From an optimization exercise on the open Yosys and OpenROAD flow, aimed at small area, a short achievable clock period and few clock cycles per item; shortcuts taken in it are not production practice. Only simulation tests tie the RTL to the original design; equivalence was not proved.

## chacha20_poly1305_core
module chacha20_poly1305_core(
    input  wire clk,
    input  wire reset_n,
    input  wire init,
    input  wire encdec,
    input  wire [255:0] key,
    input  wire [95:0] nonce,
    input  wire [511:0] data_in,
    output reg  ready,
    output reg  valid,
    output reg  tag_ok,
    output wire [511:0] data_out,
    output wire [127:0] tag
);
    localparam K = 8;
    localparam W = 130 + K;
    localparam [2:0] S_IDLE = 3'd0, S_RND = 3'd1, S_MUL = 3'd2, S_FIN = 3'd3, S_TAG = 3'd4,
                     S_TAG2 = 3'd5;
    reg [2:0]   state;
    reg [5:0]   cnt;
    reg [511:0] st;
    reg [138:0] acc;
    reg [W-1:0] ms, mc;
    reg [31:0]  ffi, ffd;
    reg         selr;
    wire idle = (state == S_IDLE);
    wire rnd  = (state == S_RND);
    wire mul  = (state == S_MUL);
    wire last = rnd && (cnt == 6'd39);
    wire [511:0] rnd_out;
    chacha_block u_blk(.ph(cnt[1:0]), .st(st), .nx(rnd_out));
    wire [3:0]  t    = cnt[3:0];
    wire        ring = mul && (t >= 4'd3) && (t <= 4'd14);
    wire [3:0]  knext = !mul ? 4'd13 : (t == 4'd0) ? 4'd14 : (t == 4'd1) ? 4'd15 : (t - 4'd2);
  ...
clock: 22.0 ns
lec_check: 0
cap_margin: 35
core_margin: 2
core_utilization: 40
slew_margin: 35
standard.sh (not shown) runs the stock make flow with config.mk's settings and CLKGATE_MAP_FILE= SYNTH_SCRIPT=/design/flow/synth_recipe.tcl, a recipe that flattens the netlist after the stock synthesis.
==> flow/flow/run.sh <==
#!/bin/bash
# Layout flow: the standard ORFS flow (standard.sh) with these changes:
#  - synthesis: the standard synthesis script, except that Yosys's quick ABC
#    pass before full-adder extraction is skipped (synth -noabc for the fine
#    stage), so that extract_fa finds the carry-save adders' full adders
#    without inverters between them; the registers keep the standard
#    synthesis's names and cell types (rename_regs.py checks both and renames
#    the flip-flops to the standard names, which the standard synthesis run
#    first provides);
#  - timing repair aims for extra setup slack (SETUP_SLACK_MARGIN), so that the
#    layout reaches a shorter clock period than the constraint's;
#  - the buffers that buffer_ports puts on every input and output port are
#    buf_2 cells instead of the tool's default choice (a 10 um2 delay buffer).
# Logs: std_synth.log (standard synthesis), own_synth.log and standard_flow.log
# (make output); each ORFS step's own log is under orfs/logs/.
set -euo pipefail
MARGIN=15
TARGET=${OWN_FLOW_TARGET:-finish}
R=orfs/results/$FLOW_PLATFORM/chacha20_poly1305_core/base
export OWN_FLOW_DIR=$PWD/flow
export OWN_STD_NETLIST=$PWD/std_1_2_yosys.v
ARGS=("SYNTH_SCRIPT=$PWD/flow/synth_noabc.tcl" "SETUP_SLACK_MARGIN=$MARGIN"
      "BUFFER_PORTS_ARGS=-buffer_cell sky130_fd_sc_hd__buf_2")

# 1. the standard synthesis, for the register names
bash standard.sh synth > std_synth.log 2>&1
cp "$R/1_2_yosys.v" "$OWN_STD_NETLIST"
rm -f "$R/1_2_yosys.v" "$R/1_2_yosys.sdc" "$R/1_synth.odb" "$R/1_synth.sdc"

# 2. own synthesis, then the rest of the flow
bash standard.sh "${ARGS[@]}" synth > own_synth.log 2>&1
bash standard.sh "${ARGS[@]}" "$TARGET" > standard_flow.log 2>&1
tail -n 40 standard_flow.log
Other scripts of this flow, unchanged in this note and not shown: flow/flow/rename_regs.py, flow/flow/synth_noabc.tcl
The starting point produced a layout that fails on max-capacitance violations, max-slew violations.
Testbench counts at the start, summed over its fixed seeds: cycles 15,112, items 256.
==> next run, changes <==
--- a/flow/design.v
+++ b/flow/design.v
@@ -35,18 +35,22 @@
             assign d1[j] = ph[0] ? rotl8(t1[j]) : rotl16(t1[j]);
             ks_carry u_k2(.a(c[j]), .b(d1[j]), .c(k2[j]));
             assign p2[j] = c[j] ^ d1[j];
             assign c1[j] = p2[j] ^ k2[j];
             assign u[j]  = (b[j] ^ p2[j]) ^ k2[j];
         end
         for (j = 0; j < 4; j = j + 1) begin : g_wb
-            assign nx[511 - 32*j -: 32] = (ph == 2'd3) ? a1[(j+2)%4] : a1[j];
-            assign nx[511 - 32*(4+j) -: 32] = ph[0] ? rotl7(u[(j+1)%4]) : rotl12(u[j]);
-            assign nx[511 - 32*(8+j) -: 32] = (ph == 2'd1) ? c1[(j+2)%4] : c1[j];
-            assign nx[511 - 32*(12+j) -: 32] = ph[0] ? d1[(j+3)%4] : d1[j];
+            assign nx[511 - 32*j -: 32] = a1[j];
+            assign nx[511 - 32*(4+j) -: 32] =
+                (ph == 2'd0 || ph == 2'd2) ? rotl12(u[j]) :
+                (ph == 2'd1) ? rotl7(u[(j+1)%4]) : rotl7(u[(j+3)%4]);
+            assign nx[511 - 32*(8+j) -: 32] = ph[0] ? c1[(j+2)%4] : c1[j];
+            assign nx[511 - 32*(12+j) -: 32] =
+                (ph == 2'd0 || ph == 2'd2) ? d1[j] :
+                (ph == 2'd1) ? d1[(j+3)%4] : d1[(j+1)%4];
         end
     endgenerate
 endmodule
 module ks_carry(
     input  wire [31:0] a,
     input  wire [31:0] b,
     output wire [31:0] c
@@ -2781,41 +2785,44 @@
   assign co[135] = t_s2401;
   assign so[136] = t_c2402;
   assign co[136] = t_s2403;
   assign so[137] = t_c2404;
   assign co[137] = 1'b0;
 endmodule
 `timescale 1ns/1ps
+module reduce_mod_poly1305(
+    input  wire [137:0] s,
+    input  wire [137:0] c,
+    output wire [138:0] v
+);
+    wire [137:0] vs;
+    wire         vc;
+    bk_add #(.N(138)) u_add(.a(s), .b(c), .ci(1'b0), .s(vs), .co(vc));
+    assign v = {vc, vs};
+endmodule
 module mac_acc_sel(
     input  wire [138:0] v,
     output wire         sel
 );
     wire [11:0] thr = 12'd4091 - ({1'b0, v[138:130], 2'b00} + {3'b000, v[138:130]});    
     assign sel = (&v[129:12]) & (v[11:0] >= thr);
 endmodule
-module reduce_mod_poly1305(
-    input  wire [137:0] s,
-    input  wire [137:0] c,
+module mac_acc_add(
     input  wire [138:0] v,
     input  wire         sel,
     input  wire [127:0] x,
-    input  wire         fin,
-    output wire [138:0] y
+    output wire [129:0] sum
 );
     wire [8:0]  vh  = v[138:130];
     wire [11:0] fix = {1'b0, vh, 2'b00} + {3'b000, vh} + {9'b0, sel, 1'b0, sel};    
     wire [129:0] r2 = {2'b00, x};
     wire [129:0] r3 = {118'b0, fix};
     wire [129:0] t1 = v[129:0] ^ r2 ^ r3;
     wire [129:0] t2 = {(v[128:0] & r2[128:0]) | (v[128:0] & r3[128:0]) | (r2[128:0] & r3[128:0]), 1'b0};
-    wire [137:0] ys;
-    wire         yc;
-    bk_add #(.N(138)) u_add(.a(fin ? s : {8'b0, t1}), .b(fin ? c : {8'b0, t2}), .ci(1'b0),
-                            .s(ys), .co(yc));
-    assign y = {yc, ys};
+    bk_add #(.N(130)) u_add(.a(t1), .b(t2), .ci(1'b0), .s(sum), .co());
 endmodule
 module bk_add #(parameter N = 128) (
     input  wire [N-1:0] a,
     input  wire [N-1:0] b,
     input  wire         ci,
     output wire [N-1:0] s,
     output wire         co
@@ -2883,21 +2890,22 @@
     wire [511:0] init_state;
     wire [31:0]  iw, dw;
     chacha_core u_core(.key(key), .nonce(nonce), .data_in(data_in), .k(knext),
                        .init_state(init_state), .iw(iw), .dw(dw));
     wire [K-1:0] digit = st[127 - K*t -: K];
     wire [W-1:0] step_s, step_c;
     mac_csa_step u_step(.s(ms), .c(mc), .a(acc[129:0]), .d(digit), .so(step_s), .co(step_c));
+    wire [138:0] fold_v;
+    reduce_mod_poly1305 u_red(.s(ms), .c(mc), .v(fold_v));
     wire tagc = (state == S_TAG) || (state == S_TAG2);
     wire sel_now;
     mac_acc_sel u_asel(.v(acc), .sel(sel_now));
-    wire [138:0] ared;
-    reduce_mod_poly1305 u_red(.s(ms), .c(mc), .v(acc), .sel(selr & (state != S_TAG)),
-                              .x(tagc ? st[255:128] : mc[127:0]), .fin(state == S_FIN), .y(ared));
-    wire [129:0] acc_sum = ared[129:0];
+    wire [129:0] acc_sum;
+    mac_acc_add u_aadd(.v(acc), .sel(selr & (state != S_TAG)), .x(tagc ? st[255:128] : mc[127:0]),
+                       .sum(acc_sum));
     always @(posedge clk or negedge reset_n) begin
         if (!reset_n) begin
             state  <= S_IDLE;
             cnt    <= 6'd0;
             ready  <= 1'b1;
             valid  <= 1'b0;
             tag_ok <= 1'b0;
@@ -2947,15 +2955,15 @@
     end
     always @(posedge clk or negedge reset_n) begin
         if (!reset_n)
             acc <= 139'b0;
         else if (rnd && cnt == 6'd0)
             acc <= {9'b0, acc_sum};
         else if (state == S_FIN)
-            acc <= ared;
+            acc <= fold_v;
     end
     genvar i;
     generate
         for (i = 0; i < 16; i = i + 1) begin : g_st
             always @(posedge clk) begin
                 if (rnd) begin
                     if (i == 12)
Effect: The new run completed without violations; global-route usage goes down by 5.1 points; setup slack improved by 590 ps; non-clock buffer count fell by 137; area after synthesis grows by 4.4%; register-to-register slack gains 590 ps; wire length is lower by about 3%; cell count stays flat; clock-buffer cell count went up by 17.
Testbench counts after the change, summed over its fixed seeds: cycles 15,112, items 256.

== indigo ==
Another version of the RTL of chacha20_poly1305_core (not shown whole).
For scale: roughly 1000 flip-flops, ~1500 I/O pins.
export LEC_CHECK = 0
export CAP_MARGIN = 35
export CORE_MARGIN = 2
export CORE_UTILIZATION = 40
export SLEW_MARGIN = 35
create_clock -name core_clock -period 22.0 [get_ports {clk}]
==> flow/flow/rename_regs.py <==
#!/usr/bin/env python3
"""rename_regs.py STD_NETLIST NETLIST

Renames the flip-flop instances of NETLIST (in place) to the names that the
standard synthesis (STD_NETLIST) gives the same registers.  Both netlists name
a register bit as <register name>$_<Yosys flip-flop type>_; the register name
part must match one to one, and so must each register's cell type."""
import re
import sys

FF = re.compile(r'^(\s*)(sky130_fd_sc_hd__(?:dfxtp|dfrtp|dfstp|dfrbp|dfbbp|dfbbn|dfsbp|dfxbp|edfxtp|edfxbp|dfrtn|sdf\w*|sedf\w*|dlx\w*|dlr\w*)_\d+)\s+(\S+)(\s*\()', re.M)


def base(name):
    i = name.find('$_')
    return name[:i] if i >= 0 else name


def regs(text):
    out = {}
    for m in FF.finditer(text):
        b = base(m.group(3))
        if b in out:
            sys.exit(f"rename_regs: two registers named {b}")
        out[b] = (m.group(2), m.group(3))
    return out


std = regs(open(sys.argv[1]).read())
text = open(sys.argv[2]).read()
own = regs(text)
if set(std) != set(own):
    sys.exit(f"rename_regs: register sets differ: {sorted(set(std) ^ set(own))[:10]}")
for b, (cell, name) in own.items():
    if std[b][0] != cell:
        sys.exit(f"rename_regs: {b} is {cell} here but {std[b][0]} in the standard synthesis")


def sub(m):
    return f"{m.group(1)}{m.group(2)} {std[base(m.group(3))][1]}{m.group(4)}"


text = FF.sub(sub, text)
open(sys.argv[2], 'w').write(text)
changed = sum(1 for b in own if own[b][1] != std[b][1])
print(f"rename_regs: {len(own)} registers, {changed} renamed")
==> flow/flow/synth_noabc.tcl <==
proc synth {args} { if {[lsearch -exact $args "fine:"] >= 0} { yosys synth -nofsm -noshare -noabc {*}$args } else { yosys synth -nofsm -noshare {*}$args } }
source $::env(SCRIPTS_DIR)/synth.tcl
# left out here: clear keep_hierarchy, flatten, clean up, hide names made inside functions, write 1_2_yosys.v
# Give each register the name the standard synthesis gives it (the names carry
# Yosys's internal flip-flop type, whose polarity letters can differ here).
exec python3 $::env(OWN_FLOW_DIR)/rename_regs.py $::env(OWN_STD_NETLIST) $::env(RESULTS_DIR)/1_2_yosys.v
Scripts as last shown in full above: flow/flow/run.sh
No crash in indigo: every stage finished, but the layout fails its final checks due to capacitance limit, slew limit.
Testbench counts of indigo, summed over its fixed seeds: cycles 15,112, items 256.
#### Input delta (zinc over indigo)
diff --git a/flow/design.v b/flow/design.v
--- a/flow/design.v
+++ b/flow/design.v
@@ -35,18 +35,22 @@
             assign d1[j] = ph[0] ? rotl8(t1[j]) : rotl16(t1[j]);
             ks_carry u_k2(.a(c[j]), .b(d1[j]), .c(k2[j]));
             assign p2[j] = c[j] ^ d1[j];
             assign c1[j] = p2[j] ^ k2[j];
             assign u[j]  = (b[j] ^ p2[j]) ^ k2[j];
         end
         for (j = 0; j < 4; j = j + 1) begin : g_wb
-            assign nx[511 - 32*j -: 32] = (ph == 2'd3) ? a1[(j+2)%4] : a1[j];
-            assign nx[511 - 32*(4+j) -: 32] = ph[0] ? rotl7(u[(j+1)%4]) : rotl12(u[j]);
-            assign nx[511 - 32*(8+j) -: 32] = (ph == 2'd1) ? c1[(j+2)%4] : c1[j];
-            assign nx[511 - 32*(12+j) -: 32] = ph[0] ? d1[(j+3)%4] : d1[j];
+            assign nx[511 - 32*j -: 32] = a1[j];
+            assign nx[511 - 32*(4+j) -: 32] =
+                (ph == 2'd0 || ph == 2'd2) ? rotl12(u[j]) :
+                (ph == 2'd1) ? rotl7(u[(j+1)%4]) : rotl7(u[(j+3)%4]);
+            assign nx[511 - 32*(8+j) -: 32] = ph[0] ? c1[(j+2)%4] : c1[j];
+            assign nx[511 - 32*(12+j) -: 32] =
+                (ph == 2'd0 || ph == 2'd2) ? d1[j] :
+                (ph == 2'd1) ? d1[(j+3)%4] : d1[(j+1)%4];
         end
     endgenerate
 endmodule
 module ks_carry(
     input  wire [31:0] a,
     input  wire [31:0] b,
     output wire [31:0] c
@@ -2956,33 +2960,24 @@
             acc <= {9'b0, acc_sum};
         else if (state == S_FIN)
             acc <= fold_v;
     end
     genvar i;
     generate
         for (i = 0; i < 16; i = i + 1) begin : g_st
-            always @(posedge clk) begin
-                if (rnd) begin
-                    if (i == 12)
-                        st[511 - 32*i -: 32] <= rnd_out[511 - 32*i -: 32] ^
-                                                (data_in[511 - 32*i -: 32] & {32{last}});
-                    else
-                        st[511 - 32*i -: 32] <= rnd_out[511 - 32*i -: 32];
-                end else if (idle)
-                    st[511 - 32*i -: 32] <= init_state[511 - 32*i -: 32];
-                else if (mul) begin
-                    if (i >= 13) begin
-                        if (t == i - 13) st[511 - 32*i -: 32] <= ffy;
-                    end else if (i == 11) begin
-                        if (ring) st[511 - 32*i -: 32] <= ffy;
-                    end else if (i < 11) begin
-                        if (ring) st[511 - 32*i -: 32] <= st[511 - 32*(i+1) -: 32];
-                    end
-                end
-            end
+            wire [31:0] cur = st[511 - 32*i -: 32];
+            wire [31:0] r   = (i == 12) ? (rnd_out[511 - 32*i -: 32] ^ (data_in[511 - 32*i -: 32] & {32{last}}))
+                                        : rnd_out[511 - 32*i -: 32];
+            wire        ld  = (i >= 13) ? (mul && t == i - 13) : (i == 11) ? ring : 1'b0;
+            wire        sh  = (i < 11) ? ring : 1'b0;
+            wire [31:0] src = (i < 11) ? st[511 - 32*((i+1)%16) -: 32] : ffy;
+            wire        hold = !(rnd || idle || ld || sh);
+            always @(posedge clk)
+                st[511 - 32*i -: 32] <= ({32{rnd}} & r) | ({32{idle}} & init_state[511 - 32*i -: 32]) |
+                                        ({32{ld || sh}} & src) | ({32{hold}} & cur);
         end
     endgenerate
     always @(posedge clk) begin
         ffi <= iw;
         ffd <= dw;
     end
     always @(posedge clk) begin
Results
- In zinc, combined area of the multi-input logic cells is higher than in indigo.
- Going from indigo to zinc, sequential-to-total area share from yosys stat -4.3 points; global-route wire length before repair moved down; minimum clock period down 380 ps; achievable clock frequency higher.
- The higher worst hold slack of zinc and indigo is in indigo.
- zinc reached the end of the flow, and the finished layout is clean on the timing, design-rule and antenna checks.
- The lower post-CTS setup buffer count came out of zinc.
Testbench counts of zinc, summed over its fixed seeds: cycles 15,112, items 256.

afterwards: timing with drivers on the ports:
In the flow no input, the clock included, has a driving cell. The finished layouts below were timed again as built, in two steps. Step 1 (the two cells are an assumption about what drives the block):
set clk [get_ports {clk}]
set_driving_cell -lib_cell sky130_fd_sc_hd__clkbuf_16 $clk
set_driving_cell -lib_cell sky130_fd_sc_hd__buf_2 [delete_from_list [all_inputs] $clk]
Step 2 also shifts input and output timing later by t, the mid clock arrival at the registers, as if the neighbouring blocks saw the same clock. a / b / c = ideal ports / drivers / drivers and shift; a / b = the first two.
run | t (ns) | setup WS [ns] | slew at the worst register clock pin (ns)
the first run of note 1 | 1.036 | 14.145 / 14.145 / 14.145 | 0.07 / 0.07
the second run of note 1 | 1.043 | 14.739 / 14.739 / 14.739 | 0.07 / 0.07
indigo | 1.024 | 14.426 / 14.426 / 14.426 | 0.07 / 0.07
zinc | 1.046 | 14.806 / 14.806 / 14.806 | 0.07 / 0.07
